From an optimization exercise on the open Yosys and OpenROAD flow, aimed at small area; shortcuts taken in it are not production practice.
The RTL was checked by simulation tests, not by an equivalence proof against the original design.

==> design.v <==
module cic_fa (
    input  wire a,
    input  wire b,
    input  wire c,
    output wire s,
    output wire co
    );
    assign s  = a ^ b ^ c;
    assign co = (a & b) | (c & (a ^ b));
endmodule
/*verilator lint_off UNOPTFLAT*/
module cic_rca #(parameter W = 8) (
    input  wire [W-1:0] a,
    input  wire [W-1:0] b,
    input  wire         ci,
    output wire [W-1:0] s,
    output wire         co
    );
    wire [W:0] c;
    assign c[0] = ci;
    genvar i;
    generate
        for (i = 0; i < W; i = i + 1) begin : bit_
            cic_fa fa (.a(a[i]), .b(b[i]), .c(c[i]), .s(s[i]), .co(c[i+1]));
        end
    endgenerate
    assign co = c[W];
endmodule
/*verilator lint_on UNOPTFLAT*/
module cic (
    i_clk,
    i_reset,
    i_data,
    i_ready,
    o_data,
    o_ready
    );
    parameter IW = 2, OW = 128, R = 100, M = 10;
    localparam W  = 69;             
    localparam L  = 36;             
    localparam H  = W - L;          
    localparam D  = 14, P = 5;      
    localparam WR = D * P;          
    input  wire i_clk, i_reset;
    input  wire signed [(IW-1):0] i_data;
    input  wire i_ready;
    output wire signed [(OW-1):0] o_data;
    output reg  o_ready;
    wire g = i_ready & ~i_reset;
    reg  [6:0] cnt;
    wire first = (cnt == 7'd0);
    wire last  = (cnt == R - 1);
    always @(posedge i_clk) begin
        if (i_reset)
            cnt <= 7'd0;
        else if (g)
            cnt <= last ? 7'd0 : cnt + 7'd1;
    end
    reg gd, fd, ld, xgd;
    always @(posedge i_clk) begin
        gd  <= g;
        fd  <= g & first;
        ld  <= g & last;
        xgd <= g & i_data[IW-1];
    end
    reg  [L-1:0] lo [1:M];
    reg  [H-1:0] hi [1:M];
    reg  [M:1]   cy;
    wire [L-1:0] nlo [1:M];
    wire [H-1:0] nhi [1:M];
    wire [M:1]   co;
    genvar k;
    generate
        for (k = 1; k <= M; k = k + 1) begin : integ
            localparam NEG = (k % 2 == 0);
            wire [L-1:0] a_lo, b_lo;
            wire [H-1:0] a_hi, b_hi;
            if (k == M) begin : dump           
                assign a_lo = lo[k] | {L{g & first}};
                assign a_hi = hi[k] | {H{fd}};
            end else begin : keep
                assign a_lo = lo[k];
                assign a_hi = hi[k];
            end
            if (k == 1) begin : in_
                assign b_lo = {{(L-1){g & i_data[IW-1]}}, g & i_data[0]};
                assign b_hi = {H{xgd}};
            end else if (NEG) begin : neg_
                assign b_lo = ~(nlo[k-1] & {L{g}});
                assign b_hi = ~(nhi[k-1] & {H{gd}});
            end else begin : pos_
                assign b_lo = ~(nlo[k-1] | {L{~g}});
                assign b_hi = ~(nhi[k-1] | {H{~gd}});
            end
            cic_rca #(.W(L)) add_lo (.a(a_lo), .b(b_lo), .ci(NEG ? 1'b1 : 1'b0),
                                     .s(nlo[k]), .co(co[k]));
            cic_rca #(.W(H)) add_hi (.a(a_hi), .b(b_hi), .ci(cy[k]),
                                     .s(nhi[k]), .co());
            always @(posedge i_clk)
                cy[k] <= co[k];
            if (k == M) begin : noreset
                always @(posedge i_clk) begin
                    lo[k] <= nlo[k];
                    hi[k] <= nhi[k];
                end
            end else begin : areset
                always @(posedge i_clk or posedge i_reset) begin
                    if (i_reset) begin
                        lo[k] <= {L{NEG ? 1'b1 : 1'b0}};
                        hi[k] <= {H{NEG ? 1'b1 : 1'b0}};
                    end else begin
                        lo[k] <= nlo[k];
                        hi[k] <= nhi[k];
                    end
                end
            end
        end
    endgenerate
    reg  [2:0] ph;         
    reg        run;        
    reg        pp;         
    reg  [3:0] cp;         
    wire clr   = (cp != 4'd0);
    wire start = (pp | clr) & (ph == 3'd0);
    wire proc  = start | run;
    always @(posedge i_clk) begin
        if (i_reset) begin
            ph  <= 3'd0;
            run <= 1'b0;
            pp  <= 1'b0;
            cp  <= 4'd9;
        end else begin
            ph  <= (ph == P - 1) ? 3'd0 : ph + 3'd1;
            run <= proc & (ph != P - 1);
            if (ld)
                pp <= 1'b1;
            else if (start & ~clr)
                pp <= 1'b0;
            if (proc & (ph == P - 1) & clr)
                cp <= cp - 4'd1;
        end
    end
    reg  [WR-1:0] O;
    wire [D-1:0] cq [1:M];
    assign cq[1] = O[D-1:0] | {D{clr}};    
    wire dig0 = (ph == 3'd0);
    generate
        for (k = 2; k <= M; k = k + 1) begin : comb_
            reg  [WR-1:0] ring;
            reg           ccy;
            wire [D-1:0]  head = ring[D-1:0];
            wire          cco;
            cic_rca #(.W(D)) add (.a(cq[k-1]), .b(head), .ci(ccy & ~dig0),
                                  .s(cq[k]), .co(cco));
            always @(posedge i_clk) begin
                ring <= {(proc ? ~cq[k-1] : head), ring[WR-1:D]};
                ccy  <= cco;
            end
        end
    endgenerate
    always @(posedge i_clk) begin
        if (g & last)
            O[L-1:0] <= nlo[M];
        else if (proc)
            O[L-1:0] <= O[L+D-1:D];
        if (ld)
            O[W-1:L] <= nhi[M];
        else if (proc)
            O[WR-1:L] <= {~cq[M], O[WR-1:L+D]};
    end
    reg [3:0] tm;
    always @(posedge i_clk) begin
        if (i_reset) begin
            tm      <= 4'd0;
            o_ready <= 1'b0;
        end else begin
            o_ready <= (tm == 4'd10);
            if (g & last)
                tm <= 4'd1;
            else if (tm == 4'd10)
                tm <= 4'd0;
            else if (tm != 4'd0)
                tm <= tm + 4'd1;
        end
    end
    assign o_data = {{(OW-W){O[W-1]}}, O[W-1:0]};
endmodule
==> run.sh <==
#!/bin/bash
# synth_recipe.tcl (not shown) runs the flow's synth.tcl, then flattens the netlist and writes it again
# the make line also repeats each setting of config.mk as NAME=value (left out here)
make -C /OpenROAD-flow-scripts/flow DESIGN_CONFIG=/design/flow/config.mk WORK_HOME=/design/flow/orfs CLKGATE_MAP_FILE= SYNTH_SCRIPT=/design/flow/synth_recipe.tcl finish
==> config.mk <==
export PLATFORM = sky130hd
export DESIGN_NAME = cic
export DESIGN_NICKNAME = cic
export VERILOG_FILES = /design/flow/design.v
export SDC_FILE = /design/flow/constraint.sdc
export NUM_CORES = 4
export LEC_CHECK = 0
export ABC_AREA = 1
export CAP_MARGIN = 20
export CORE_MARGIN = 2
export CORE_UTILIZATION = 60
export CTS_BUF_LIST = sky130_fd_sc_hd__clkbuf_16
export CTS_CLUSTER_DIAMETER = 60
export CTS_CLUSTER_SIZE = 30
export SLEW_MARGIN = 20
export SYNTH_HIERARCHICAL = 1
==> constraint.sdc <==
create_clock -name core_clock -period 36.0 [get_ports {i_clk}]
set_input_delay 7.2000 -clock core_clock [delete_from_list [all_inputs] [get_ports {i_clk}]]
set_output_delay 7.2000 -clock core_clock [all_outputs]
set_load 0.01 [all_outputs]
==> results of run 1 <==
==> synth_stat cells <==
cell / n
sky130_fd_sc_hd__nand2_4: 1
sky130_fd_sc_hd__dfstp_2: 276
sky130_fd_sc_hd__nor2_2: 2
sky130_fd_sc_hd__nor2_1: 312
sky130_fd_sc_hd__clkbuf_2: 2
sky130_fd_sc_hd__o21ai_2: 10
sky130_fd_sc_hd__buf_2: 35
sky130_fd_sc_hd__inv_1: 35
sky130_fd_sc_hd__ha_1: 9
sky130_fd_sc_hd__buf_8: 1
sky130_fd_sc_hd__nand2_2: 11
sky130_fd_sc_hd__dfxtp_1: 743
sky130_fd_sc_hd__inv_2: 2
sky130_fd_sc_hd__nand3b_1: 1
sky130_fd_sc_hd__inv_4: 1
sky130_fd_sc_hd__nand2_1: 665
sky130_fd_sc_hd__nand3_1: 8
sky130_fd_sc_hd__clkbuf_1: 45
sky130_fd_sc_hd__xnor2_1: 1
sky130_fd_sc_hd__o21ai_1: 111
sky130_fd_sc_hd__xor2_1: 6
sky130_fd_sc_hd__buf_1: 5
sky130_fd_sc_hd__nand4_1: 3
sky130_fd_sc_hd__a21oi_1: 7
sky130_fd_sc_hd__or2_2: 83
sky130_fd_sc_hd__nor3_1: 3
sky130_fd_sc_hd__conb_1: 2
sky130_fd_sc_hd__o21ai_0: 23
sky130_fd_sc_hd__edfxtp_1: 70
sky130_fd_sc_hd__buf_6: 19
sky130_fd_sc_hd__fa_1: 816
sky130_fd_sc_hd__dfrtp_1: 345
sky130_fd_sc_hd__clkinv_1: 1
sky130_fd_sc_hd__buf_4: 141
==> per-stage QoR <==
step	cells	hold WS (ns)	cell area [um2]
final	5148	0.315	61300
after global placement	4962	0.310	57800
after floorplan	3803	0.310	56400
after global routing	5147	0.318	61300
after CTS	5146	0.318	61300
after detailed placement	4962	0.312	57800
==> modules after synthesis, one instance, submodules excluded, excerpt <==
module	flops+latches	cells	times used
cic	1434	2979	1
cic_fa	0	1	816
==> final cells by class <==
type / instances / share of cell area
diodes: 1 / 0.0000408
clock inverters: 86 / 0.0167
repair buffers: 154 / 0.0249
inverters: 39 / 0.00290
multi-input cells: 2082 / 0.354
clock buffers: 98 / 0.0400
well taps: 1254 / 0.0256
flip-flops and latches: 1434 / 0.536
==> cells by family (layout without fill, tap and decap cells) <==
kind of cell / after synthesis / after routing
XOR/XNOR: 7 / 7
buffers and inverters: 287 / 377
AO/OA/AOI/OAI: 151 / 151
flip-flops: 1434 / 1434
other: 2 / 11
AND/OR/NAND/NOR: 1089 / 1089
adder cells (fa/ha/maj): 825 / 825
==> worst reg2reg max path: cells and delay by family (launching register included) <==
kind	cells	cell delay (ns)
adder cells (fa/ha/maj)	45	19.66
flip-flops	1	0.39
AND/OR/NAND/NOR	11	0.95
==> state kept, by name, summed over array words and instances, names as in the netlist, 3 cells and up <==
signal      count
O              70
cnt             7
comb_.ccy       9
comb_.ring    630
cp              4
cy             10
hi            330
lo            360
ph              3
tm              4
==> routing by layer <==
layer  up-vias  routed length (um)  global-route usage
li1      11500                   -                   -
met4         0                2030              0.0516
met2       310               45100               0.328
met1     13900               39700               0.303
met3       132                3250              0.0308
met5         -                   0                   0
==> worst min path at each step <==
stage | start | to | slack [ns]
floorplan | comb_[10].ring[14]$_DFF_P_ | comb_[10].ring[0]$_DFF_P_ | 0.31
global placement | comb_[9].ring[35]$_DFF_P_ | comb_[9].ring[21]$_DFF_P_ | 0.31
detailed placement | comb_[3].ring[23]$_DFF_P_ | comb_[3].ring[9]$_DFF_P_ | 0.31
CTS | comb_[2].ring[38]$_DFF_P_ | comb_[2].ring[24]$_DFF_P_ | 0.32
global route | comb_[2].ring[38]$_DFF_P_ | comb_[2].ring[24]$_DFF_P_ | 0.32
finish | comb_[7].ring[46]$_DFF_P_ | comb_[7].ring[32]$_DFF_P_ | 0.31
==> parameters.txt, run 1 <==
Parameter                              Value

Cells and area
  Signed area change from the synthesized netlist to the final layout    8.86%
  Number of nets in the layout    4638
  Most common library cell in the layout ignoring fill and taps    sky130_fd_sc_hd__fa_1
  Layout cells sized above 1    0.149
  Multi-input gate area in the final layout    21700 um2
  Area taken by flip-flops and latches    32900 um2
  Filler cell count in the final layout    6809
  Commonest cells after routing, fill and taps aside    sky130_fd_sc_hd__fa_1, sky130_fd_sc_hd__dfxtp_1, sky130_fd_sc_hd__nand2_1, sky130_fd_sc_hd__dfrtp_1, sky130_fd_sc_hd__nor2_1
  Post-Route Utilization    0.658

Placement
  Port-buffer cells    133
  DP HPWL    63.0 mm
  DP Worst Slack    5.10 ns
  Placer congestion estimate    0.831

Synthesis
  Syn_area_per_cell    14.8 um2
  Cells after Synth    3795
  Complex-gate fraction of the synthesized area    0.0141
  Largest family of logic cells by synthesized area    adder cells
  Number of synthesized register bits    1434
  Mux contribution to synthesized area    0
  Total number of yosys warnings    11
  Most area-consuming cells after synthesis    sky130_fd_sc_hd__fa_1, sky130_fd_sc_hd__dfxtp_1, sky130_fd_sc_hd__dfrtp_1
  Synth Cell Area    56300 um2
  Unique cell type count in the Yosys netlist    34
  Cell taking the most area after synthesis    sky130_fd_sc_hd__fa_1
  Register area share after synthesis    0.583
  Parity-gate share of the synthesized area counting xor and xnor cells    0.00109
  Synthesized-area fraction occupied by adder cells    0.292
  Synthesized-area fraction occupied by and/or/nand/nor cells    0.0774
  Share of Yosys cell area claimed by the top area cell type    0.290

Floorplan
  Die Span X    310 um
  Placement row count    112
  Die height    310 um
  Die Footprint    96400 um2
  # IOs    134
  Initial cell density of the core    0.605
  Area of the core    93200 um2

GRT
  First-pass GRT wire length    156 mm
  Pin count of the biggest net entering global routing    200
  Remaining Overflow, GRT    0
  Total routing usage reported by global routing    0.205
  Number of global-route vias before repair    29700
  Initial antenna violation count    1

Route
  Routed length per placed instance    17.5 um
  Mean number of vias per cell    5.02
  Iteration count of the initial detailed-routing pass    5
  DRC Markers    0
  DR iter-0 viols    1539
  Vias    25900
  Overall routed net length    90.1 mm
  Antenna viol nets, final    0

Timing
  Setup skew after layout    0.0433 ns
  Final count of negative-setup-slack endpoints    0
  Final sum of negative setup slack    0 ns
  Setup repair after global routing missed its margin    false
  Pin slew with the least headroom to its limit    0.967 ns
  Smallest setup slack after layout    6.07 ns
  Count of endpoints failing hold in the final timing report    0
  Max-Slew Margin vs Limit    0.355
  Final critical delay including setup and external delays    29.93 ns
  Total count of max-transition violations in the final report    0
  Crit share post-route    0.831
  Highest clock rate    0.0334 GHz

Setup path
  Crit path DAT    30.37 ns
  Source of the worst register-to-register timing path    lo[1][0]$_DFF_PP0_
  Required arrival time at the worst endpoint    36.45 ns
  CP top delay family    adder cells
  Worst-case reg-to-reg path depth    56
  CP Class    input port to flop
  Startpoint type of the worst setup path    input port
  Cell with the largest stage delay on the worst path    sky130_fd_sc_hd__clkdlybuf4s50_1
  Critical path capture point type    flop
  Crit path buffers/inverters    4
  Stages on the worst setup path    62
  Capturing instance or port of the critical path    O[35]$_DFFE_PP_
  Maximum single-stage delay on the critical path    0.88 ns
  Maximum fanout along the worst path    183
  Setup slack of the most critical reg-to-reg path    14.76 ns
  R2r endpoint    O[35]$_DFFE_PP_
  CP most frequent cell    sky130_fd_sc_hd__fa_1
  Startpoint of the worst setup timing path    i_reset

Clock tree
  Postcts setup bufs    0
  Buffer cell driving the clock tree root    sky130_fd_sc_hd__clkbuf_16
  Clk sink count    1434
  Clock-pin slew on the worst setup and hold paths    0.10 ns
  Clock tree from TritonCTS    yes
  Count of cells resized by post-cts repair    0
  # H-tree levels    3
  Number of buffers created by CTS    97
  Clock latency on the worst-skew pair    0.71 ns
  Hold buffers post-CTS    0
  Maximum buffer depth of the clock tree    3

Worst hold path
  Class of the worst hold path    flop to flop
  Depth of the worst hold-timing path    0

Job
  Number of max-cap violations    0

Outcome
  Result of the run    complete, no violations
==> inputs of run 2 (changes only) <==
--- a/config.mk
+++ b/config.mk
@@ -11,5 +11,5 @@
 export CORE_UTILIZATION = 60
-export CTS_BUF_LIST = sky130_fd_sc_hd__clkbuf_16
-export CTS_CLUSTER_DIAMETER = 60
-export CTS_CLUSTER_SIZE = 30
+export CTS_BUF_LIST = sky130_fd_sc_hd__clkbuf_8
+export CTS_CLUSTER_DIAMETER = 50
+export CTS_CLUSTER_SIZE = 20
 export SLEW_MARGIN = 20
==> parameters.txt, run 2 <==
Parameter                              Value

Outcome
  Result of the run    complete, no violations

Timing
  Highest clock rate    0.0335 GHz (+0.38%)
  Smallest setup slack after layout    6.19 ns (+0.113 ns)
  Crit share post-route    0.828 (-0.00313)
  Final critical delay including setup and external delays    29.81 ns (-0.113 ns)
  Pin slew with the least headroom to its limit    0.966 ns (-0.000506 ns)
  Setup repair after global routing missed its margin    false
  Count of endpoints failing hold in the final timing report    0 (unchanged)
  Final count of negative-setup-slack endpoints    0 (unchanged)
  Smallest hold slack    0.324 ns (+0.00920 ns)
  Final sum of negative setup slack    0 ns (unchanged)
  Max-Slew Margin vs Limit    0.355 (about the same)
  Setup skew after layout    0.0431 ns (-0.000207 ns)
  Total count of max-transition violations in the final report    0 (unchanged)

Setup path
  CP most frequent cell    sky130_fd_sc_hd__fa_1
  Startpoint type of the worst setup path    input port
  Cell with the largest stage delay on the worst path    sky130_fd_sc_hd__clkdlybuf4s50_1
  Maximum fanout along the worst path    183 (unchanged)
  CP Class    input port to flop
  Maximum single-stage delay on the critical path    0.88 ns (about the same)
  Critical path capture point type    flop
  Required arrival time at the worst endpoint    36.56 ns (+0.11 ns)
  Crit path DAT    30.38 ns (about the same)

Route
  DRC Markers    0 (unchanged)
  Routed length per placed instance    17.4 um (-0.58%)
  Overall routed net length    90.5 mm (+0.50%)
  Vias    26000 (+0.37%)
  Iteration count of the initial detailed-routing pass    5 (unchanged)
  DR iter-0 viols    1337 (-13%)
  Antenna viol nets, final    0 (unchanged)
  Mean number of vias per cell    4.99 (-0.71%)

Placement
  Port-buffer cells    133 (unchanged)
  DP Worst Slack    5.10 ns (unchanged)
  Placer congestion estimate    0.831 (unchanged)
  DP HPWL    63.0 mm (unchanged)
  Area after detailed placement    57800 um2 (unchanged)
  Placed cell count    4962 (unchanged)

Synthesis
  Most repeated cell in the gate-level netlist after synthesis    sky130_fd_sc_hd__fa_1
  Cells after Synth    3795 (unchanged)
  Fraction of registers with async set or reset after synthesis    0.433 (unchanged)
  Total number of yosys warnings    11 (unchanged)
  Register area share after synthesis    0.583 (unchanged)
  Number of flops mapped to enable cells by yosys    70 (unchanged)
  Syn_area_per_cell    14.8 um2 (unchanged)
  Top FF cell, synth    sky130_fd_sc_hd__dfxtp_1
  Share of Yosys cell area claimed by the top area cell type    0.290 (unchanged)
  Number of synthesized register bits    1434 (unchanged)
  Cell taking the most area after synthesis    sky130_fd_sc_hd__fa_1
  Most frequent cells after synthesis    sky130_fd_sc_hd__fa_1, sky130_fd_sc_hd__dfxtp_1, sky130_fd_sc_hd__nand2_1
  Unique cell type count in the Yosys netlist    34 (unchanged)
  Most area-consuming cells after synthesis    sky130_fd_sc_hd__fa_1, sky130_fd_sc_hd__dfxtp_1, sky130_fd_sc_hd__dfrtp_1
  Synth Cell Area    56300 um2 (unchanged)

GRT
  Remaining Overflow, GRT    0 (unchanged)
  Number of global-route vias before repair    30000 (+1.1%)
  Initial antenna violation count    3 (+2)
  Total routing usage reported by global routing    0.207 (+0.00201)
  Pin count of the biggest net entering global routing    200 (unchanged)
  First-pass GRT wire length    157 mm (+0.41%)

Floorplan
  Area of the core    93200 um2 (unchanged)
  Initial cell density of the core    0.605 (unchanged)
  Die height    310 um (unchanged)
  Die Footprint    96400 um2 (unchanged)
  Die Span X    310 um (unchanged)
  # IOs    134 (unchanged)
  Placement row count    112 (unchanged)

Clock tree
  Count of cells resized by post-cts repair    0 (unchanged)
  Buffer cell driving the clock tree root    sky130_fd_sc_hd__clkbuf_8
  Clock tree from TritonCTS    yes
  Clock latency on the worst-skew pair    0.81 ns (+0.10 ns)
  Postcts setup bufs    0 (unchanged)
  Hold buffers post-CTS    0 (unchanged)
  # H-tree levels    4 (+1)
  Clk sink count    1434 (unchanged)
  Clock-pin slew on the worst setup and hold paths    0.11 ns (about the same)
  Maximum buffer depth of the clock tree    3 (unchanged)
  Number of buffers created by CTS    134 (+38%)

Cells and area
  Largest registers    comb_.ring: 630 flops, lo: 360 flops, hi: 330 flops
  Post-route cell area    60900 um2 (-0.77%)
  Layout cells sized above 1    0.161 (+0.0121)
  Most common library cell in the layout ignoring fill and taps    sky130_fd_sc_hd__fa_1
  Count of non-filler cells in the finished layout    5204 (+1.1%)
  Commonest cells after routing, fill and taps aside    sky130_fd_sc_hd__fa_1, sky130_fd_sc_hd__dfxtp_1, sky130_fd_sc_hd__nand2_1, sky130_fd_sc_hd__dfrtp_1, sky130_fd_sc_hd__nor2_1
  Number of nets in the layout    4675 (+0.80%)
  Signed area change from the synthesized netlist to the final layout    8.02%
  Number of flip-flops in the largest register    630 (unchanged)
  Most flops, register    comb_.ring

Job
  Number of max-cap violations    0 (unchanged)

Worst hold path
  Class of the worst hold path    flop to flop
run 2: cell counts after synthesis:
Identical to the previous run, type by type.
run 2: layout make-up:
| type | instances | area, um2 |
|---|---|---|
| antenna | 2 | 5.00 |
| tap | 1254 | 1570 |
| multi-input combinational | 2082 | 21700 |
| sequential | 1434 | 32900 |
| inverter | 39 | 178 |
| fill | 6923 | 32300 |
| clock buffer | 151 | 2080 |
| timing repair buffer | 154 | 1530 |
| clock inverter | 88 | 925 |
run 2: per-layer routing:
metal  part of all wire  vias to the layer above  GRT usage
met2               0.50                      340      0.328
li1                   -                    11600          -
met3              0.038                      138     0.0357
met5                  0                        -          0
met1               0.44                    13900      0.302
met4              0.022                        0     0.0592
run 2: worst max-delay path, delay by kind of cell:
family | cells | cell delay [ns]
AND/OR/NAND/NOR | 13 | 1.28
buffers and inverters | 4 | 2.18
adder cells (fa/ha/maj) | 45 | 19.62
run 2: Yosys stat by module (local to each module, per instance), excerpt:
module / cells inside / flip-flops and latches
cic_fa: 1 / 0
cic: 2979 / 1434
run 2: kinds of logic after synthesis:
group                    after synthesis  synth area share
buffers and inverters                287            0.0321
XOR/XNOR                               7           0.00109
AO/OA/AOI/OAI                        151            0.0141
AND/OR/NAND/NOR                     1089            0.0774
flip-flops                          1434             0.583
adder cells (fa/ha/maj)              825             0.292
other                                  2          0.000133
run 2: path summary, 6_finish.rpt:
check / startpoint / slack [ns] / depth (start not counted) / endpoint
worst max register to register: lo[1][0]$_DFF_PP0_ / 14.77 / 56 / O[35]$_DFFE_PP_
worst min register to register: comb_[6].ring[41]$_DFF_P_ / 0.32 / 0 / comb_[6].ring[27]$_DFF_P_
max in group asynchronous: i_reset / 25.78 / 6 / lo[2][18]$_DFF_PP1_
worst min-delay path: comb_[6].ring[41]$_DFF_P_ / 0.32 / 0 / comb_[6].ring[27]$_DFF_P_
worst max-delay path: i_reset / 6.19 / 62 / O[35]$_DFFE_PP_
min in group asynchronous: i_reset / 7.29 / 2 / hi[9][1]$_DFF_PP0_
run 2: metrics by stage:
stage	util
finish	0.653
global route	0.653
CTS	0.653
detailed placement	0.620
global placement	0.620
floorplan	-
==> inputs of run 3 (changes only) <==
--- a/config.mk
+++ b/config.mk
@@ -10,6 +10,7 @@
 export CORE_MARGIN = 2
-export CORE_UTILIZATION = 60
+export CORE_UTILIZATION = 75
 export CTS_BUF_LIST = sky130_fd_sc_hd__clkbuf_8
-export CTS_CLUSTER_DIAMETER = 50
-export CTS_CLUSTER_SIZE = 20
+export CTS_CLUSTER_DIAMETER = 40
+export CTS_CLUSTER_SIZE = 25
+export PLACE_DENSITY = 0.8
 export SLEW_MARGIN = 20
==> parameters.txt, run 3 <==
Parameter                              Value

Synthesis
  Most frequent cells after synthesis    sky130_fd_sc_hd__fa_1, sky130_fd_sc_hd__dfxtp_1, sky130_fd_sc_hd__nand2_1
  Register area share after synthesis    0.583 (unchanged)
  Unique cell type count in the Yosys netlist    34 (unchanged)
  Cells after Synth    3795 (unchanged)
  Synth Cell Area    56300 um2 (unchanged)
  Fraction of registers with async set or reset after synthesis    0.433 (unchanged)
  Most repeated cell in the gate-level netlist after synthesis    sky130_fd_sc_hd__fa_1
  Share of Yosys cell area claimed by the top area cell type    0.290 (unchanged)
  Top FF cell, synth    sky130_fd_sc_hd__dfxtp_1
  Number of synthesized register bits    1434 (unchanged)
  Most area-consuming cells after synthesis    sky130_fd_sc_hd__fa_1, sky130_fd_sc_hd__dfxtp_1, sky130_fd_sc_hd__dfrtp_1
  Total number of yosys warnings    11 (unchanged)
  Syn_area_per_cell    14.8 um2 (unchanged)
  Cell taking the most area after synthesis    sky130_fd_sc_hd__fa_1
  Number of flops mapped to enable cells by yosys    70 (unchanged)

Timing
  Highest clock rate    0.0338 GHz (+0.67%)
  Final sum of negative setup slack    0 ns (unchanged)
  Total count of max-transition violations in the final report    0 (unchanged)
  Smallest setup slack after layout    6.38 ns (+0.198 ns)
  Max-Slew Margin vs Limit    0.325 (-0.0305)
  Setup skew after layout    0.0666 ns (+0.0235 ns)
  Final critical delay including setup and external delays    29.62 ns (-0.198 ns)
  Setup repair after global routing missed its margin    false
  Crit share post-route    0.823 (-0.00550)
  Final count of negative-setup-slack endpoints    0 (unchanged)
  Count of endpoints failing hold in the final timing report    0 (unchanged)
  Pin slew with the least headroom to its limit    1.01 ns (+0.0468 ns)

Setup path
  Maximum fanout along the worst path    195 (+6.6%)
  CP top delay family    adder cells
  Maximum single-stage delay on the critical path    0.89 ns (about the same)
  Cell with the largest stage delay on the worst path    sky130_fd_sc_hd__clkdlybuf4s50_1
  Worst-case reg-to-reg path depth    56 (unchanged)
  Crit path DAT    30.17 ns (-0.21 ns)
  Critical path capture point type    flop
  Startpoint type of the worst setup path    input port
  Source of the worst register-to-register timing path    lo[1][0]$_DFF_PP0_
  Crit path buffers/inverters    3 (-1)
  R2r endpoint    O[35]$_DFFE_PP_
  Required arrival time at the worst endpoint    36.56 ns (about the same)
  CP most frequent cell    sky130_fd_sc_hd__fa_1
  Setup slack of the most critical reg-to-reg path    14.82 ns (+0.05 ns)
  CP Class    input port to flop

Clock tree
  Count of cells resized by post-cts repair    0 (unchanged)
  Clock latency on the worst-skew pair    0.84 ns (+0.03 ns)
  Postcts setup bufs    0 (unchanged)
  Clock tree from TritonCTS    yes
  Number of buffers created by CTS    145 (+8.2%)
  Hold buffers post-CTS    0 (unchanged)
  Maximum buffer depth of the clock tree    3 (unchanged)
  Buffer cell driving the clock tree root    sky130_fd_sc_hd__clkbuf_8
  # H-tree levels    4 (unchanged)
  Clk sink count    1434 (unchanged)
  Clock-pin slew on the worst setup and hold paths    0.11 ns (about the same)

GRT
  First-pass GRT wire length    164 mm (+4.2%)
  Total routing usage reported by global routing    0.271 (+0.0633)
  Initial antenna violation count    1 (-2)
  Remaining Overflow, GRT    0 (unchanged)
  Number of global-route vias before repair    31500 (+5.0%)
  Pin count of the biggest net entering global routing    217 (+8.5%)

Route
  Iteration count of the initial detailed-routing pass    5 (unchanged)
  Overall routed net length    94.5 mm (+4.4%)
  Mean number of vias per cell    5.40 (+8.2%)
  Routed length per placed instance    19.1 um (+9.8%)
  DRC Markers    0 (unchanged)
  DR iter-0 viols    1699 (+27%)
  Antenna viol nets, final    0 (unchanged)
  Vias    26700 (+2.8%)

Cells and area
  Number of nets in the layout    4685 (+0.21%)
  Most common library cell in the layout ignoring fill and taps    sky130_fd_sc_hd__fa_1
  Most flops, register    comb_.ring
  Layout cells sized above 1    0.169 (+0.00733)
  Commonest cells after routing, fill and taps aside    sky130_fd_sc_hd__fa_1, sky130_fd_sc_hd__dfxtp_1, sky130_fd_sc_hd__nand2_1, sky130_fd_sc_hd__dfrtp_1, sky130_fd_sc_hd__nor2_1
  Signed area change from the synthesized netlist to the final layout    8.09% (about the same)
  Filler cell count in the final layout    3866 (-44%)
  Post-Route Utilization    0.818 (+0.165)
  Largest registers    comb_.ring: 630 flops, lo: 360 flops, hi: 330 flops
  Number of flip-flops in the largest register    630 (unchanged)

Worst hold path
  Endpoint with the worst hold slack    comb_[10].ring[1]$_DFF_P_
  Class of the worst hold path    flop to flop
  Launch point of the worst hold path    comb_[10].ring[15]$_DFF_P_
  Depth of the worst hold-timing path    0 (unchanged)

Placement
  DP Worst Slack    5.51 ns (+0.411 ns)
  DP HPWL    64.3 mm (+2.0%)
  Placer congestion estimate    0.892 (+7.3%)
  Port-buffer cells    133 (unchanged)

Floorplan
  # IOs    134 (unchanged)
  Area of the core    74400 um2 (-20%)
  Die Footprint    77300 um2 (-20%)
  Die height    278 um (-10%)
  Placement row count    100 (-11%)
  Initial cell density of the core    0.757 (+0.152)
  Die Span X    278 um (-10%)

Job
  Number of max-cap violations    0 (unchanged)

Outcome
  Result of the run    complete, no violations
[run 3: cell counts after synthesis]
Identical to the previous run, type by type.
[run 3: metrics by stage]
step,cell area [um2],instances,hold WS (ns)
detailed placement,57500,4676,0.312
global route,60900,4948,0.286
global placement,57500,4676,0.310
CTS,60900,4946,0.280
floorplan,56400,3803,0.310
finish,60900,4948,0.282
[run 3: how the worst max path moves through the flow]
stage / startpoint / endpoint / cells after the start
after floorplan: i_reset / O[35]$_DFFE_PP_ / 60
after global placement: i_reset / O[35]$_DFFE_PP_ / 61
after detailed placement: i_reset / O[35]$_DFFE_PP_ / 61
after CTS: i_reset / O[35]$_DFFE_PP_ / 61
after global routing: i_reset / O[35]$_DFFE_PP_ / 60
final: i_reset / O[35]$_DFFE_PP_ / 61
[run 3: area by class of cell]
class / instances / area, um2 / share of cell area
antenna: 1 / 2.50 / 0.0000411
clock buffer: 156 / 2150 / 0.0353
clock inverter: 114 / 1240 / 0.0204
inverter: 39 / 173 / 0.00284
multi-input combinational: 2082 / 21700 / 0.356
sequential: 1434 / 32900 / 0.540
tap: 969 / 1210 / 0.0199
timing repair buffer: 153 / 1540 / 0.0253
[run 3: kinds of logic after synthesis]
group | after synthesis | share of synthesized area
compound gates | 151 | 0.0141
buf+inv | 287 | 0.0321
flops | 1434 | 0.583
xor+xnor | 7 | 0.00109
other cells | 2 | 0.000133
simple gates | 1089 | 0.0774
fa+ha+maj | 825 | 0.292
[run 3: layer usage]
layer | part of all wire | GRT usage | wire, um
met4 | 0.027 | 0.0872 | 2600
met5 | 0 | 0 | 0
met2 | 0.52 | 0.445 | 49400
met1 | 0.41 | 0.384 | 38700
met3 | 0.041 | 0.0423 | 3860
[run 3: modules after synthesis, one instance, submodules excluded, a selection]
module | copies in the design | cell area (um2) | cells
cic | 1 | 40000 | 2979
cic_fa | 816 | 20.0 | 1
==> inputs of run 4 (changes only) <==
==> flow/run.sh (new file) <==
#!/bin/bash
# The standard layout (standard.sh: the ORFS flow with the standard
# synthesis), with two changes made through ORFS's own variables:
#  - clock tree synthesis without dummy loads, with clkbuf_8 buffers;
#  - port buffers use buf_1 (every input and output still gets a buffer).
# The full make output goes to standard.log in the work folder; each
# tool's own log is under orfs/logs/.
set -euo pipefail
export CTS_ARGS="-sink_clustering_enable -repair_clock_nets -dont_use_dummy_load -sink_clustering_size 10 -sink_clustering_max_diameter 30 -buf_list sky130_fd_sc_hd__clkbuf_4"
export BUFFER_PORTS_ARGS="-buffer_cell sky130_fd_sc_hd__buf_1"
bash standard.sh > standard.log 2>&1
==> standard.sh (new file) <==
#!/bin/bash
# synth_recipe.tcl (not shown) runs the flow's synth.tcl, then flattens the netlist and writes it again
# the make line also repeats each setting of config.mk as NAME=value (left out here)
make -C /OpenROAD-flow-scripts/flow DESIGN_CONFIG=/design/flow/config.mk WORK_HOME=/design/flow/orfs CLKGATE_MAP_FILE= SYNTH_SCRIPT=/design/flow/synth_recipe.tcl "${@:-finish}"
--- a/config.mk
+++ b/config.mk
@@ -10,7 +10,6 @@
 export CORE_MARGIN = 2
-export CORE_UTILIZATION = 75
+export CORE_UTILIZATION = 60
 export CTS_BUF_LIST = sky130_fd_sc_hd__clkbuf_8
-export CTS_CLUSTER_DIAMETER = 40
-export CTS_CLUSTER_SIZE = 25
-export PLACE_DENSITY = 0.8
+export CTS_CLUSTER_DIAMETER = 50
+export CTS_CLUSTER_SIZE = 20
 export SLEW_MARGIN = 20
removed: run.sh
==> parameters.txt, run 4 <==
Parameter                              Value

Outcome
  Result of the run    complete, no violations

Setup path
  Worst-case reg-to-reg path depth    56 (unchanged)
  CP most frequent cell    sky130_fd_sc_hd__fa_1
  Maximum fanout along the worst path    187 (-4.1%)
  Source of the worst register-to-register timing path    lo[1][0]$_DFF_PP0_
  Crit path DAT    30.35 ns (+0.18 ns)
  Required arrival time at the worst endpoint    36.90 ns (+0.34 ns)
  Critical path capture point type    flop
  CP Class    input port to flop
  Maximum single-stage delay on the critical path    0.72 ns (-0.17 ns)
  Setup slack of the most critical reg-to-reg path    14.89 ns (+0.07 ns)
  R2r endpoint    O[35]$_DFFE_PP_
  Startpoint type of the worst setup path    input port
  Cell with the largest stage delay on the worst path    sky130_fd_sc_hd__inv_6

Floorplan
  Placement row count    112 (+12%)
  Die height    310 um (+12%)
  Initial cell density of the core    0.605 (-0.152)
  Die Footprint    96400 um2 (+25%)
  Area of the core    93200 um2 (+25%)
  Die Span X    310 um (+12%)
  # IOs    134 (unchanged)

Route
  Overall routed net length    91.4 mm (-3.3%)
  Routed length per placed instance    17.4 um (-8.9%)
  Antenna viol nets, final    0 (unchanged)
  Iteration count of the initial detailed-routing pass    5 (unchanged)
  Mean number of vias per cell    5.03 (-6.7%)
  DRC Markers    0 (unchanged)
  Vias    26400 (-1.0%)
  DR iter-0 viols    1147 (-32%)

Timing
  Smallest hold slack    0.270 ns (-0.0118 ns)
  Setup skew after layout    0.0985 ns (+0.0319 ns)
  Pin slew with the least headroom to its limit    0.944 ns (-0.0692 ns)
  Max-Slew Margin vs Limit    0.371 (+0.0461)
  Setup repair after global routing missed its margin    false
  Final count of negative-setup-slack endpoints    0 (unchanged)
  Total count of max-transition violations in the final report    0 (unchanged)
  Final sum of negative setup slack    0 ns (unchanged)
  Highest clock rate    0.0340 GHz (+0.55%)
  Crit share post-route    0.818 (-0.00452)
  Count of endpoints failing hold in the final timing report    0 (unchanged)
  Final critical delay including setup and external delays    29.45 ns (-0.163 ns)

Cells and area
  Multi-input gate area in the final layout    21700 um2 (unchanged)
  Filler cell count in the final layout    7162 (+85%)
  Layout cells sized above 1    0.174 (+0.00521)
  Commonest cells after routing, fill and taps aside    sky130_fd_sc_hd__fa_1, sky130_fd_sc_hd__dfxtp_1, sky130_fd_sc_hd__nand2_1, sky130_fd_sc_hd__dfrtp_1, sky130_fd_sc_hd__nor2_1
  Number of flip-flops in the largest register    630 (unchanged)
  Number of nets in the layout    4823 (+2.9%)
  Most flops, register    comb_.ring
  Area taken by flip-flops and latches    32900 um2 (about the same)
  Most common library cell in the layout ignoring fill and taps    sky130_fd_sc_hd__fa_1
  Signed area change from the synthesized netlist to the final layout    5.03%
  Largest registers    comb_.ring: 630 flops, lo: 360 flops, hi: 330 flops

GRT
  First-pass GRT wire length    159 mm (-2.6%)
  Pin count of the biggest net entering global routing    218 (+0.46%)
  Remaining Overflow, GRT    0 (unchanged)
  Number of global-route vias before repair    31100 (-1.2%)
  Total routing usage reported by global routing    0.211 (-0.0593)
  Initial antenna violation count    3 (+2)

Synthesis
  Syn_area_per_cell    14.8 um2 (unchanged)
  Complex-gate fraction of the synthesized area    0.0141 (unchanged)
  Share of Yosys cell area claimed by the top area cell type    0.290 (unchanged)
  Number of synthesized register bits    1434 (unchanged)
  Unique cell type count in the Yosys netlist    34 (unchanged)
  Total number of yosys warnings    11 (unchanged)
  Cell taking the most area after synthesis    sky130_fd_sc_hd__fa_1
  Parity-gate share of the synthesized area counting xor and xnor cells    0.00109 (unchanged)
  Register area share after synthesis    0.583 (unchanged)
  Cells after Synth    3795 (unchanged)
  Fraction of registers with async set or reset after synthesis    0.433 (unchanged)
  Mux contribution to synthesized area    0 (unchanged)
  Synthesized-area fraction occupied by and/or/nand/nor cells    0.0774 (unchanged)
  Synthesized-area fraction occupied by adder cells    0.292 (unchanged)
  Most repeated cell in the gate-level netlist after synthesis    sky130_fd_sc_hd__fa_1
  Most frequent cells after synthesis    sky130_fd_sc_hd__fa_1, sky130_fd_sc_hd__dfxtp_1, sky130_fd_sc_hd__nand2_1
  Largest family of logic cells by synthesized area    adder cells
  Most area-consuming cells after synthesis    sky130_fd_sc_hd__fa_1, sky130_fd_sc_hd__dfxtp_1, sky130_fd_sc_hd__dfrtp_1
  Synth Cell Area    56300 um2 (unchanged)
  Number of flops mapped to enable cells by yosys    70 (unchanged)
  Top FF cell, synth    sky130_fd_sc_hd__dfxtp_1

Job
  Number of max-cap violations    0 (unchanged)

Worst hold path
  Class of the worst hold path    flop to flop
  Depth of the worst hold-timing path    0 (unchanged)
  Launch point of the worst hold path    comb_[7].ring[18]$_DFF_P_
  Endpoint with the worst hold slack    comb_[7].ring[4]$_DFF_P_

Clock tree
  Clock latency on the worst-skew pair    1.16 ns (+0.32 ns)
  Clock-pin slew on the worst setup and hold paths    0.08 ns (-0.03 ns)
  Clk sink count    1434 (unchanged)
  Number of buffers created by CTS    284 (+96%)
  # H-tree levels    5 (+1)
  Count of cells resized by post-cts repair    0 (unchanged)
  Hold buffers post-CTS    0 (unchanged)
  Maximum buffer depth of the clock tree    4 (+1)
  Clock tree from TritonCTS    yes
  Postcts setup bufs    0 (unchanged)
  Buffer cell driving the clock tree root    sky130_fd_sc_hd__clkbuf_4

Placement
  DP HPWL    63.1 mm (-1.8%)
  Placer congestion estimate    0.832 (-6.8%)
  Port-buffer cells    133 (unchanged)
==> run 4: cell types whose count changed in the layout (fill, tap and decap cells not counted), moves of 6 or more <==
cell and change:
sky130_fd_sc_hd__clkdlybuf4s50_1 -133, sky130_fd_sc_hd__clkinv_4 -12, sky130_fd_sc_hd__buf_1 +133, sky130_fd_sc_hd__clkbuf_4 +284, sky130_fd_sc_hd__clkbuf_8 -156, sky130_fd_sc_hd__diode_2 +6
sky130_fd_sc_hd__inv_6 -23, sky130_fd_sc_hd__clkinv_8 -9, sky130_fd_sc_hd__clkinv_2 -13, sky130_fd_sc_hd__bufinv_16 -13, sky130_fd_sc_hd__inv_8 -11, sky130_fd_sc_hd__inv_1 -9
sky130_fd_sc_hd__clkinvlp_4 -20
==> run 4: cell families (layout without fill, tap and decap cells) <==
kind of cell | after synthesis | count (layout)
other | 2 | 17
adders and majority gates | 825 | 825
buffers and inverters | 287 | 475
and+or+nand+nor | 1089 | 1089
xor gates and xnor gates | 7 | 7
AOI/OAI and AO/OA | 151 | 151
DFF | 1434 | 1434
==> run 4: worst max path at each step <==
stage,end,depth (start not counted),startpoint,slack [ns]
floorplan,O[35]$_DFFE_PP_,60,i_reset,2.45
global placement,O[35]$_DFFE_PP_,60,i_reset,5.56
detailed placement,O[35]$_DFFE_PP_,60,i_reset,5.22
CTS,O[35]$_DFFE_PP_,60,i_reset,6.48
global route,O[35]$_DFFE_PP_,60,i_reset,5.42
finish,O[35]$_DFFE_PP_,60,i_reset,6.55
==> run 4: cell type report <==
class / instances / area share
flip-flops and latches: 1434 / 0.555
multi-input cells: 2082 / 0.367
clock buffers: 284 / 0.0360
well taps: 1254 / 0.0265
repair buffers: 152 / 0.0119
inverters: 39 / 0.00300
diodes: 7 / 0.000296
==> run 4: modules after synthesis (local to each module, per instance), excerpt <==
module / copies in the design / cells
cic_fa: 816 / 1
cic: 1 / 2979
==> run 4: critical path, delay by kind of cell <==
kind	cells	cell delay [ns]
simple gates	12	1.52
buf+inv	4	2.35
fa+ha+maj	44	18.97
==> run 4: layer usage <==
metal	track usage	routed length [um]	up-vias
met5	0	0	-
met4	0.0820	2690	0
met2	0.327	44900	444
met3	0.0429	3880	200
met1	0.301	39900	13900
li1	-	-	11900
==> run 4: metrics by stage <==
step | instance area [um2] | utilization | instances | setup WS [ns]
after detailed placement | 57000 | 0.612 | 4960 | 5.22
after CTS | 59100 | 0.635 | 5244 | 6.48
after global placement | 57000 | 0.612 | 4960 | 5.56
after floorplan | 56400 | - | 3803 | 2.45
after global routing | 59200 | 0.635 | 5252 | 5.42
final | 59200 | 0.635 | 5252 | 6.55
==> inputs of run 5 (changes only) <==
--- a/flow/run.sh
+++ b/flow/run.sh
@@ -8,3 +8,3 @@
 set -euo pipefail
-export CTS_ARGS="-sink_clustering_enable -repair_clock_nets -dont_use_dummy_load -sink_clustering_size 10 -sink_clustering_max_diameter 30 -buf_list sky130_fd_sc_hd__clkbuf_4"
+export CTS_ARGS="-sink_clustering_enable -repair_clock_nets -dont_use_dummy_load -sink_clustering_size 16 -sink_clustering_max_diameter 100 -buf_list sky130_fd_sc_hd__clkbuf_8"
 export BUFFER_PORTS_ARGS="-buffer_cell sky130_fd_sc_hd__buf_1"
==> parameters.txt, run 5 <==
Parameter                              Value

Outcome
  Result of the run    complete, no violations

Synthesis
  Most area-consuming cells after synthesis    sky130_fd_sc_hd__fa_1, sky130_fd_sc_hd__dfxtp_1, sky130_fd_sc_hd__dfrtp_1
  Top FF cell, synth    sky130_fd_sc_hd__dfxtp_1
  Synthesized-area fraction occupied by and/or/nand/nor cells    0.0774 (unchanged)
  Synthesized-area fraction occupied by adder cells    0.292 (unchanged)
  Synth Cell Area    56300 um2 (unchanged)
  Most repeated cell in the gate-level netlist after synthesis    sky130_fd_sc_hd__fa_1
  Cells after Synth    3795 (unchanged)
  Number of synthesized register bits    1434 (unchanged)
  Most frequent cells after synthesis    sky130_fd_sc_hd__fa_1, sky130_fd_sc_hd__dfxtp_1, sky130_fd_sc_hd__nand2_1
  Mux contribution to synthesized area    0 (unchanged)
  Cell taking the most area after synthesis    sky130_fd_sc_hd__fa_1
  Syn_area_per_cell    14.8 um2 (unchanged)
  Largest family of logic cells by synthesized area    adder cells
  Parity-gate share of the synthesized area counting xor and xnor cells    0.00109 (unchanged)
  Fraction of registers with async set or reset after synthesis    0.433 (unchanged)
  Total number of yosys warnings    11 (unchanged)
  Complex-gate fraction of the synthesized area    0.0141 (unchanged)
  Unique cell type count in the Yosys netlist    34 (unchanged)
  Number of flops mapped to enable cells by yosys    70 (unchanged)
  Register area share after synthesis    0.583 (unchanged)
  Share of Yosys cell area claimed by the top area cell type    0.290 (unchanged)

Setup path
  CP top delay family    adder cells
  CP most frequent cell    sky130_fd_sc_hd__fa_1
  Maximum fanout along the worst path    187 (unchanged)
  Startpoint type of the worst setup path    input port
  CP Class    input port to flop
  Maximum single-stage delay on the critical path    0.72 ns (about the same)
  R2r endpoint    O[35]$_DFFE_PP_
  Source of the worst register-to-register timing path    lo[1][0]$_DFF_PP0_
  Crit path DAT    30.33 ns (-0.02 ns)
  Crit path buffers/inverters    4 (unchanged)
  Required arrival time at the worst endpoint    36.50 ns (-0.40 ns)
  Setup slack of the most critical reg-to-reg path    14.89 ns (about the same)
  Cell with the largest stage delay on the worst path    sky130_fd_sc_hd__inv_6
  Worst-case reg-to-reg path depth    56 (unchanged)
  Critical path capture point type    flop

Clock tree
  Clock-pin slew on the worst setup and hold paths    0.10 ns (+0.02 ns)
  Clock latency on the worst-skew pair    0.78 ns (-0.38 ns)
  Clk sink count    1434 (unchanged)
  Hold buffers post-CTS    0 (unchanged)
  Count of cells resized by post-cts repair    0 (unchanged)
  Buffer cell driving the clock tree root    sky130_fd_sc_hd__clkbuf_8
  Postcts setup bufs    0 (unchanged)
  Clock tree from TritonCTS    yes
  Number of buffers created by CTS    99 (-65%)
  # H-tree levels    3 (-2)
  Maximum buffer depth of the clock tree    3 (-1)

Route
  DRC Markers    0 (unchanged)
  Overall routed net length    89.3 mm (-2.2%)
  DR iter-0 viols    1189 (+3.7%)
  Mean number of vias per cell    5.04 (+0.20%)
  Vias    25500 (-3.4%)
  Routed length per placed instance    17.6 um (+1.4%)
  Iteration count of the initial detailed-routing pass    5 (unchanged)
  Antenna viol nets, final    0 (unchanged)

Placement
  Port-buffer cells    133 (unchanged)
  Placed cell count    4960 (unchanged)
  DP HPWL    63.1 mm (unchanged)
  Placer congestion estimate    0.832 (unchanged)

Worst hold path
  Endpoint with the worst hold slack    comb_[8].ring[24]$_DFF_P_
  Class of the worst hold path    flop to flop
  Launch point of the worst hold path    comb_[8].ring[38]$_DFF_P_
  Depth of the worst hold-timing path    0 (unchanged)

GRT
  Number of global-route vias before repair    29400 (-5.4%)
  First-pass GRT wire length    155 mm (-2.5%)
  Remaining Overflow, GRT    0 (unchanged)
  Initial antenna violation count    2 (-1)
  Total routing usage reported by global routing    0.205 (-0.00661)
  Pin count of the biggest net entering global routing    218 (unchanged)

Timing
  Final count of negative-setup-slack endpoints    0 (unchanged)
  Total count of max-transition violations in the final report    0 (unchanged)
  Final critical delay including setup and external delays    29.82 ns (+0.370 ns)
  Count of endpoints failing hold in the final timing report    0 (unchanged)
  Final sum of negative setup slack    0 ns (unchanged)
  Crit share post-route    0.828 (+0.0103)
  Highest clock rate    0.0335 GHz (-1.2%)
  Setup repair after global routing missed its margin    false
  Setup skew after layout    0.0638 ns (-0.0347 ns)
  Max-Slew Margin vs Limit    0.372 (+0.000711)
  Pin slew with the least headroom to its limit    0.943 ns (-0.00107 ns)

Cells and area
  Commonest cells after routing, fill and taps aside    sky130_fd_sc_hd__fa_1, sky130_fd_sc_hd__dfxtp_1, sky130_fd_sc_hd__nand2_1, sky130_fd_sc_hd__dfrtp_1, sky130_fd_sc_hd__nor2_1
  Number of flip-flops in the largest register    630 (unchanged)
  Number of nets in the layout    4638 (-3.8%)
  Most flops, register    comb_.ring
  Count of non-filler cells in the finished layout    5062 (-3.6%)
  Layout cells sized above 1    0.134 (-0.0402)
  Largest registers    comb_.ring: 630 flops, lo: 360 flops, hi: 330 flops
  Signed area change from the synthesized netlist to the final layout    3.64%
  Filler cell count in the final layout    7138 (-0.34%)
  Most common library cell in the layout ignoring fill and taps    sky130_fd_sc_hd__fa_1

Floorplan
  Area of the core    93200 um2 (unchanged)
  Placement row count    112 (unchanged)
  # IOs    134 (unchanged)
  Die height    310 um (unchanged)
  Die Span X    310 um (unchanged)
  Die Footprint    96400 um2 (unchanged)
  Initial cell density of the core    0.605 (unchanged)

Job
  Number of max-cap violations    0 (unchanged)
==> run 5: Yosys stat by module, one instance, submodules excluded, excerpt <==
module | times used | cells | cell area [um2] | flip-flops and latches
cic | 1 | 2979 | 40000 | 1434
cic_fa | 816 | 1 | 20.0 | 0
==> run 5: worst max-delay path by stage <==
stage | start | endpoint | slack, ns | depth (start not counted)
detailed placement | i_reset | O[35]$_DFFE_PP_ | 5.22 | 60
global route | i_reset | O[35]$_DFFE_PP_ | 4.95 | 60
finish | i_reset | O[35]$_DFFE_PP_ | 6.18 | 60
CTS | i_reset | O[35]$_DFFE_PP_ | 6.05 | 60
floorplan | i_reset | O[35]$_DFFE_PP_ | 2.45 | 60
global placement | i_reset | O[35]$_DFFE_PP_ | 5.56 | 60
==> run 5: cell families (layout without fill, tap and decap cells) <==
family,Yosys count,after routing
other,2,12
AND/OR/NAND/NOR,1089,1089
AO/OA/AOI/OAI,151,151
XOR/XNOR,7,7
adder cells (fa/ha/maj),825,825
flip-flops,1434,1434
buffers and inverters,287,290
==> run 5: final cells by class <==
type                       count  area [um2]  share of cell area
antenna                        2        5.00           0.0000857
clock buffer                  99        1360              0.0233
inverter                      39         178             0.00304
multi-input combinational   2082       21700               0.372
sequential                  1434       32900               0.563
tap                         1254        1570              0.0269
timing repair buffer         152         703              0.0120
==> run 5: per-layer routing <==
metal  vias up  part of all wire  track usage  wire, um
met5         -                 0            0         0
met4         0             0.026       0.0526      2290
met2       328              0.50        0.326     44300
li1      11400                 -            -         -
met1     13600              0.44        0.301     39300
met3       129             0.039       0.0315      3490
==> run 5: per-stage QoR <==
| step | setup slack (ns) | utilization | hold WS, ns | instance area [um2] |
|---|---|---|---|---|
| after floorplan | 2.45 | - | 0.310 | 56400 |
| after global placement | 5.56 | 0.612 | 0.310 | 57000 |
| after detailed placement | 5.22 | 0.612 | 0.312 | 57000 |
| after CTS | 6.05 | 0.626 | 0.308 | 58400 |
| after global routing | 4.95 | 0.627 | 0.317 | 58400 |
| final | 6.18 | 0.627 | 0.307 | 58400 |
==> inputs of run 6 (changes only) <==
--- a/config.mk
+++ b/config.mk
@@ -10,3 +10,3 @@
 export CORE_MARGIN = 2
-export CORE_UTILIZATION = 60
+export CORE_UTILIZATION = 50
 export CTS_BUF_LIST = sky130_fd_sc_hd__clkbuf_8
==> parameters.txt, run 6 <==
Parameter                              Value

Clock tree
  Hold buffers post-CTS    0 (unchanged)
  Clock latency on the worst-skew pair    0.76 ns (-0.02 ns)
  Number of buffers created by CTS    100 (+1.0%)
  Clock tree from TritonCTS    yes
  # H-tree levels    3 (unchanged)
  Clock-pin slew on the worst setup and hold paths    0.10 ns (about the same)
  Buffer cell driving the clock tree root    sky130_fd_sc_hd__clkbuf_8
  Count of cells resized by post-cts repair    0 (unchanged)
  Maximum buffer depth of the clock tree    3 (unchanged)
  Clk sink count    1434 (unchanged)
  Postcts setup bufs    0 (unchanged)

Setup path
  CP Class    input port to flop
  Cell with the largest stage delay on the worst path    sky130_fd_sc_hd__buf_1
  Crit path DAT    29.65 ns (-0.68 ns)
  Required arrival time at the worst endpoint    36.55 ns (+0.05 ns)
  Startpoint type of the worst setup path    input port
  Maximum fanout along the worst path    139 (-26%)
  Maximum single-stage delay on the critical path    0.65 ns (-0.07 ns)
  CP most frequent cell    sky130_fd_sc_hd__fa_1
  Setup slack of the most critical reg-to-reg path    15.09 ns (+0.20 ns)
  Critical path capture point type    flop

Synthesis
  Register area share after synthesis    0.583 (unchanged)
  Most repeated cell in the gate-level netlist after synthesis    sky130_fd_sc_hd__fa_1
  Unique cell type count in the Yosys netlist    34 (unchanged)
  Number of synthesized register bits    1434 (unchanged)
  Syn_area_per_cell    14.8 um2 (unchanged)
  Top FF cell, synth    sky130_fd_sc_hd__dfxtp_1
  Share of Yosys cell area claimed by the top area cell type    0.290 (unchanged)
  Most area-consuming cells after synthesis    sky130_fd_sc_hd__fa_1, sky130_fd_sc_hd__dfxtp_1, sky130_fd_sc_hd__dfrtp_1
  Number of flops mapped to enable cells by yosys    70 (unchanged)
  Synth Cell Area    56300 um2 (unchanged)
  Cell taking the most area after synthesis    sky130_fd_sc_hd__fa_1
  Fraction of registers with async set or reset after synthesis    0.433 (unchanged)
  Total number of yosys warnings    11 (unchanged)
  Cells after Synth    3795 (unchanged)
  Most frequent cells after synthesis    sky130_fd_sc_hd__fa_1, sky130_fd_sc_hd__dfxtp_1, sky130_fd_sc_hd__nand2_1

Timing
  Total count of max-transition violations in the final report    0 (unchanged)
  Final sum of negative setup slack    0 ns (unchanged)
  Final critical delay including setup and external delays    29.10 ns (-0.725 ns)
  Crit share post-route    0.808 (-0.0201)
  Highest clock rate    0.0344 GHz (+2.5%)
  Setup skew after layout    0.119 ns (+0.0548 ns)
  Final count of negative-setup-slack endpoints    0 (unchanged)
  Count of endpoints failing hold in the final timing report    0 (unchanged)
  Pin slew with the least headroom to its limit    1.01 ns (+0.0629 ns)
  Setup repair after global routing missed its margin    false
  Max-Slew Margin vs Limit    0.330 (-0.0419)

Placement
  Area after detailed placement    57300 um2 (+0.57%)
  Port-buffer cells    133 (unchanged)
  Placer congestion estimate    0.797 (-4.2%)
  Placed cell count    5211 (+5.1%)
  DP HPWL    59.4 mm (-5.8%)

Outcome
  Result of the run    complete, no violations

Cells and area
  Layout cells sized above 1    0.135 (+0.00136)
  Post-Route Utilization    0.524 (-0.103)
  Largest registers    comb_.ring: 630 flops, lo: 360 flops, hi: 330 flops
  Commonest cells after routing, fill and taps aside    sky130_fd_sc_hd__fa_1, sky130_fd_sc_hd__dfxtp_1, sky130_fd_sc_hd__nand2_1, sky130_fd_sc_hd__dfrtp_1, sky130_fd_sc_hd__nor2_1
  Number of nets in the layout    4644 (+0.13%)
  Most flops, register    comb_.ring
  Post-route cell area    58700 um2 (+0.59%)
  Number of flip-flops in the largest register    630 (unchanged)
  Most common library cell in the layout ignoring fill and taps    sky130_fd_sc_hd__fa_1
  Signed area change from the synthesized netlist to the final layout    4.25%
  Count of non-filler cells in the finished layout    5313 (+5.0%)

GRT
  Pin count of the biggest net entering global routing    205 (-6.0%)
  Initial antenna violation count    3 (+1)
  Number of global-route vias before repair    28700 (-2.3%)
  First-pass GRT wire length    151 mm (-2.4%)
  Total routing usage reported by global routing    0.163 (-0.0414)
  Remaining Overflow, GRT    0 (unchanged)

Worst hold path
  Class of the worst hold path    flop to flop

Route
  Routed length per placed instance    16.2 um (-8.2%)
  Overall routed net length    86.1 mm (-3.6%)
  Mean number of vias per cell    4.75 (-5.8%)
  DRC Markers    0 (unchanged)
  Iteration count of the initial detailed-routing pass    5 (unchanged)
  Antenna viol nets, final    0 (unchanged)
  DR iter-0 viols    1336 (+12%)
  Vias    25200 (-1.1%)

Job
  Number of max-cap violations    0 (unchanged)

Floorplan
  Die Footprint    115000 um2 (+20%)
  Placement row count    123 (+9.8%)
  Die height    340 um (+9.4%)
  Area of the core    112000 um2 (+20%)
  Die Span X    340 um (+9.4%)
  Initial cell density of the core    0.502 (-0.102)
  # IOs    134 (unchanged)
-- run 6: cell counts after synthesis --
Identical to the previous run, type by type.
-- run 6: path summary, 6_finish.rpt --
path / start / to / cells past startpoint
worst max-delay path: i_reset / O[35]$_DFFE_PP_ / 61
worst min-delay path: comb_[7].ring[26]$_DFF_P_ / comb_[7].ring[12]$_DFF_P_ / 0
worst max register to register: lo[1][0]$_DFF_PP0_ / O[35]$_DFFE_PP_ / 56
worst min register to register: comb_[7].ring[26]$_DFF_P_ / comb_[7].ring[12]$_DFF_P_ / 0
max in group asynchronous: i_reset / hi[1][8]$_DFF_PP0_ / 4
min in group asynchronous: i_reset / lo[9][35]$_DFF_PP0_ / 2
-- run 6: through the flow --
step	hold slack (ns)	worst slack (ns)
floorplan	0.310	2.45
global placement	0.310	6.00
detailed placement	0.312	5.67
finish	0.298	6.90
CTS	0.302	6.58
global route	0.306	5.61
-- run 6: critical path: cells and delay by family --
kind	cells	cell delay (ns)
buf+inv	3	1.39
fa+ha+maj	45	19.35
simple gates	13	1.50
-- run 6: modules after synthesis (local to each module, per instance), excerpt --
module,copies in the design,flops+latches,cells,area (um2)
cic_fa,816,0,1,20.0
cic,1,1434,2979,40000
-- run 6: logic make-up after synthesis --
group | Yosys count | share of synthesized area
adder cells (fa/ha/maj) | 825 | 0.292
AND/OR/NAND/NOR | 1089 | 0.0774
buffers and inverters | 287 | 0.0321
other | 2 | 0.000133
XOR/XNOR | 7 | 0.00109
flip-flops | 1434 | 0.583
AO/OA/AOI/OAI | 151 | 0.0141
-- run 6: metal layers --
metal  share of wire  routed length [um]  vias to the layer above  track usage
met2            0.46               40000                      301        0.248
met3           0.044                3780                      100       0.0262
li1                -                   -                    11400            -
met4           0.018                1540                        0       0.0399
met5               0                   0                        -            0
met1            0.47               40800                    13400        0.249
-- run 6: area by class of cell --
| type | count | area, um2 |
|---|---|---|
| multi-input combinational | 2082 | 21700 |
| tap | 1500 | 1880 |
| inverter | 39 | 178 |
| antenna | 1 | 2.50 |
| sequential | 1434 | 32900 |
| fill | 9435 | 53500 |
| clock buffer | 100 | 1380 |
| timing repair buffer | 157 | 719 |

port drivers added, routing unchanged:
Ports are ideal in the flow. The routed layouts listed here were re-timed in OpenROAD.
Step 1 sets driving cells, clkbuf_16 on the clock port and buf_2 on the other inputs (assumed; they add their load-dependent delay and slew).
Step 2 times the ports against the registers' clock, not the clock port: input delays grow and output delays shrink by t, the midpoint of the rising clock arrivals with the driver on.
Slacks: no drivers / after step 1 / after step 2; pairs: no drivers / after step 1.
run | t (ns) | setup WS [ns] | worst setup path after step 2 | worst data-port slew with drivers (ns) | pins driven straight from the clock port
run 1 | 0.756 | 6.074 / 6.053 / 5.297 | input to register | 0.12 | 1
run 2 | 0.849 | 6.187 / 6.163 / 5.314 | input to register | 0.11 | 1
run 3 | 0.877 | 6.385 / 6.370 / 5.494 | input to register | 0.08 | 1
run 4 | 1.166 | 6.548 / 6.587 / 5.421 | input to register | 0.14 | 1
run 5 | 0.807 | 6.177 / 6.216 / 5.409 | input to register | 0.13 | 1
run 6 | 0.777 | 6.903 / 6.938 / 6.161 | input to register | 0.12 | 1
After both steps setup and hold are still met in every run listed. The setup slack of run 4, which loses most, moves by +0.039 ns with the drivers and by -1.127 ns with both steps.
